Background: an optimization exercise with open tools, aiming at small area. Do not read the settings as production practice.
The RTL was checked by simulation tests, not by an equivalence proof against the original design.
No activity file was given, so power comes from the tool's default toggle rates.

==> flow/design.v <==
module hex2seg (input [3:0] number, output [6:0] pattern);
    wire [3:0] n = number;
    assign pattern[6] = (n[0]&~n[1]&~n[2]&~n[3]) | (~n[0]&~n[1]&n[2]&~n[3]) | (n[0]&n[1]&~n[2]&n[3]) | (n[0]&~n[1]&n[2]&n[3]);
    assign pattern[5] = (n[0]&~n[1]&n[2]&~n[3]) | (~n[0]&n[1]&n[2]&~n[3]) | (n[0]&n[1]&~n[2]&n[3]) | (~n[0]&~n[1]&n[2]&n[3]) | (~n[0]&n[1]&n[2]&n[3]) | (n[0]&n[1]&n[2]&n[3]);
    assign pattern[4] = (~n[0]&n[1]&~n[2]&~n[3]) | (~n[0]&~n[1]&n[2]&n[3]) | (~n[0]&n[1]&n[2]&n[3]) | (n[0]&n[1]&n[2]&n[3]);
    assign pattern[3] = (n[0]&~n[1]&~n[2]&~n[3]) | (~n[0]&~n[1]&n[2]&~n[3]) | (n[0]&n[1]&n[2]&~n[3]) | (~n[0]&n[1]&~n[2]&n[3]) | (n[0]&n[1]&n[2]&n[3]);
    assign pattern[2] = (n[0]&~n[1]&~n[2]&~n[3]) | (n[0]&n[1]&~n[2]&~n[3]) | (~n[0]&~n[1]&n[2]&~n[3]) | (n[0]&~n[1]&n[2]&~n[3]) | (n[0]&n[1]&n[2]&~n[3]) | (n[0]&~n[1]&~n[2]&n[3]);
    assign pattern[1] = (n[0]&~n[1]&~n[2]&~n[3]) | (~n[0]&n[1]&~n[2]&~n[3]) | (n[0]&n[1]&~n[2]&~n[3]) | (n[0]&n[1]&n[2]&~n[3]) | (n[0]&~n[1]&n[2]&n[3]);
    assign pattern[0] = (~n[0]&~n[1]&~n[2]&~n[3]) | (n[0]&~n[1]&~n[2]&~n[3]) | (n[0]&n[1]&n[2]&~n[3]) | (~n[0]&~n[1]&n[2]&n[3]);
endmodule
module calculator (
    input         clk,       
    input         reset,     
    input         newkey,    
    input  [4:0]  keycode,   
    output [23:0] value,     
    output [7:0]  digit,     
    output [7:0]  segment    
);
    wire key_digit = newkey & keycode[4];
    wire key_eq    = newkey & (keycode == 5'h01);
    wire key_op    = newkey & ~keycode[4] & (keycode[3:0] != 4'h1);
    reg [23:0] X;        
    reg [23:0] Y;        
    reg [23:0] R;        
    reg        op_add;   
    reg        op_mul;   
    reg [2:0]  dcnt;     
    assign value = X;
    wire full = (dcnt == 3'd6);
    always @(posedge clk or posedge reset) begin
        if (reset)
            X <= 24'd0;
        else if (key_op)
            X <= 24'd0;
        else if (key_eq)
            X <= R;
        else if (key_digit & ~full)
            X <= {X[19:0], keycode[3:0]};
    end
    always @(posedge clk or posedge reset) begin
        if (reset)
            dcnt <= 3'd0;
        else if (key_eq)
            dcnt <= 3'd0;
        else if (key_digit & ~full)
            dcnt <= dcnt + 3'd1;
    end
    always @(posedge clk or posedge reset) begin
        if (reset) begin
            op_add <= 1'b0;
            op_mul <= 1'b0;
        end else if (key_op) begin
            op_add <= (keycode[3:0] == 4'hA);
            op_mul <= (keycode[3:0] == 4'h2);
        end
    end
    always @(posedge clk)
        if (key_op)
            Y <= X;
    reg  [4:0] step;
    reg        a_sh, a_hd, b_x, b_y;
    wire done  = step[4] & step[3];
    wire first = (step == 5'd0);
    wire [23:0] yrev;
    genvar gr;
    generate
        for (gr = 0; gr < 24; gr = gr + 1) begin : rev
            assign yrev[gr] = Y[23 - gr];
        end
    endgenerate
    wire ybit  = yrev[step];
    always @(posedge clk or posedge reset) begin
        if (reset)
            step <= 5'd0;
        else if (newkey)
            step <= 5'd0;
        else if (~done)
            step <= step + 5'd1;
    end
    always @(posedge clk) begin
        a_sh <= ~op_add & ~first & ~done;
        a_hd <= op_add ? ~first : done;
        b_x  <= op_add ? first : (~done & op_mul & ybit);
        b_y  <= op_add & (step == 5'd1);
    end
    wire [23:0] opa = ({24{a_sh}} & {R[22:0], 1'b0}) | ({24{a_hd}} & R);
    wire [23:0] opb = ({24{b_x}} & X) | ({24{b_y}} & Y);
    wire [23:0] sum;
    wire [24:0] cy;
    assign cy[0] = 1'b0;
    genvar gi;
    generate
        for (gi = 0; gi < 24; gi = gi + 1) begin : rca
            assign sum[gi]  = opa[gi] ^ opb[gi] ^ cy[gi];
            assign cy[gi+1] = (opa[gi] & opb[gi]) | (cy[gi] & (opa[gi] ^ opb[gi]));
        end
    endgenerate
    always @(posedge clk)
        R <= sum;
    localparam [10:0] DIV_RESET = 11'd298;
    localparam [10:0] DIV_TICK  = 11'd438;
    reg [10:0] div;
    reg [2:0]  dsel;     
    wire tick = (div == DIV_TICK);
    always @(posedge clk or posedge reset) begin
        if (reset)
            div <= DIV_RESET;
        else
            div <= {div[9:0], ~(div[10] ^ div[1] ^ tick)};
    end
    always @(posedge clk or posedge reset) begin
        if (reset)
            dsel <= 3'b000;
        else if (tick)
            dsel <= {dsel[1:0], ~dsel[2]};
    end
    reg [3:0] nib;
    reg [7:0] dig;
    always @* begin
        case (dsel)
            3'b000: begin dig = 8'b11111110; nib = X[3:0];   end
            3'b001: begin dig = 8'b11111101; nib = X[7:4];   end
            3'b011: begin dig = 8'b11111011; nib = X[11:8];  end
            3'b111: begin dig = 8'b11110111; nib = X[15:12]; end
            3'b110: begin dig = 8'b11101111; nib = X[19:16]; end
            3'b100: begin dig = 8'b11011111; nib = X[23:20]; end
            default: begin dig = 8'b11111111; nib = 4'h0; end
        endcase
    end
    assign digit = dig;
    wire [6:0] pattern;
    hex2seg h2s (.number(nib), .pattern(pattern));
    assign segment = {pattern, 1'b1};
endmodule
clock: 10.0 ns
lec_check: 0
cap_margin: 20
core_margin: 2
core_utilization: 40
cts_buf_list: sky130_fd_sc_hd__clkbuf_8
slew_margin: 20
standard.sh (not shown) runs the stock make flow with config.mk's settings and CLKGATE_MAP_FILE= SYNTH_SCRIPT=/design/flow/synth_recipe.tcl, a recipe that flattens the netlist after the stock synthesis.
==> flow/flow/run.sh <==
#!/bin/bash
cp standard.sh standard_copy.log
export BUFFER_PORTS_ARGS="-buffer_cell sky130_fd_sc_hd__buf_1"
export CTS_ARGS="-sink_clustering_enable -repair_clock_nets -buf_list sky130_fd_sc_hd__clkbuf_8 -dont_use_dummy_load -sink_clustering_size 32 -sink_clustering_max_diameter 120"
bash standard.sh > standard.log 2>&1
The first run finished with timing, DRC and antenna clean.
==> next run, changes <==
==> flow/run.sh (new file) <==
#!/bin/bash
# synth_recipe.tcl (not shown) runs the flow's synth.tcl, then flattens the netlist and writes it again
# the make line also repeats each setting of config.mk as NAME=value (left out here)
make -C /OpenROAD-flow-scripts/flow DESIGN_CONFIG=/design/flow/config.mk WORK_HOME=/design/flow/orfs CLKGATE_MAP_FILE= SYNTH_SCRIPT=/design/flow/synth_recipe.tcl finish
Settings changed: CTS_BUF_LIST sky130_fd_sc_hd__clkbuf_8 to default.
removed: flow/flow/run.sh
removed: flow/standard.sh
=> Fmax stays flat; setup slack improved by 16 ps; synthesized area is unchanged; register-to-register slack improved by 20 ps; final area is higher by a little under a tenth.
==> next run, changes <==
==> flow/flow/run.sh (new file) <==
#!/bin/bash
cp standard.sh standard_copy.log
export BUFFER_PORTS_ARGS="-buffer_cell sky130_fd_sc_hd__buf_1"
export RECOVER_POWER=100
bash standard.sh > standard.log 2>&1
==> flow/standard.sh (new file) <==
#!/bin/bash
# synth_recipe.tcl (not shown) runs the flow's synth.tcl, then flattens the netlist and writes it again
# the make line also repeats each setting of config.mk as NAME=value (left out here)
make -C /OpenROAD-flow-scripts/flow DESIGN_CONFIG=/design/flow/config.mk WORK_HOME=/design/flow/orfs CLKGATE_MAP_FILE= SYNTH_SCRIPT=/design/flow/synth_recipe.tcl "${@:-finish}"
Settings changed: CTS_BUF_LIST from default to sky130_fd_sc_hd__clkbuf_8.
removed: flow/run.sh
Outcome: With this change the flow produced a layout that fails on capacitance limit, slew limit; design area came out lower by a few percent; total power came out lower by roughly a tenth; clock skew came out higher by 5.9 ps; routed wire length came out lower by a few percent; worst setup slack is worse by 36 ps; final cell count does not change; maximum frequency came out lower slightly; via count came out higher slightly.

==> what the ideal ports hide <==
In the flow no input, the clock included, has a driving cell. The finished layouts below were timed again as built, in two steps. Step 1: set_driving_cell puts a clkbuf_16 on clk and a buf_2 on each other input, an assumption about the parent block. Step 2, shift: input delay + t, output delay - t, t = (earliest + latest rising clock arrival at the registers) / 2. This alone moves slack from input paths to output paths. a / b / c = no drivers / after step 1 / after step 2; a / b = the first two.
run | t, ns | setup WS [ns] | worst register clock-pin slew, ns | worst data-port slew with drivers (ns) | pins driven straight from the clock port
the first run | 0.390 | 0.268 / 0.268 / 0.268 | 0.10 / 0.10 | 0.03 | 1
the second run | 0.389 | 0.284 / 0.284 / 0.284 | 0.07 / 0.07 | 0.04 | 1
the third run | 0.401 | 0.248 / 0.248 / 0.248 | 0.11 / 0.11 | 0.03 | 1
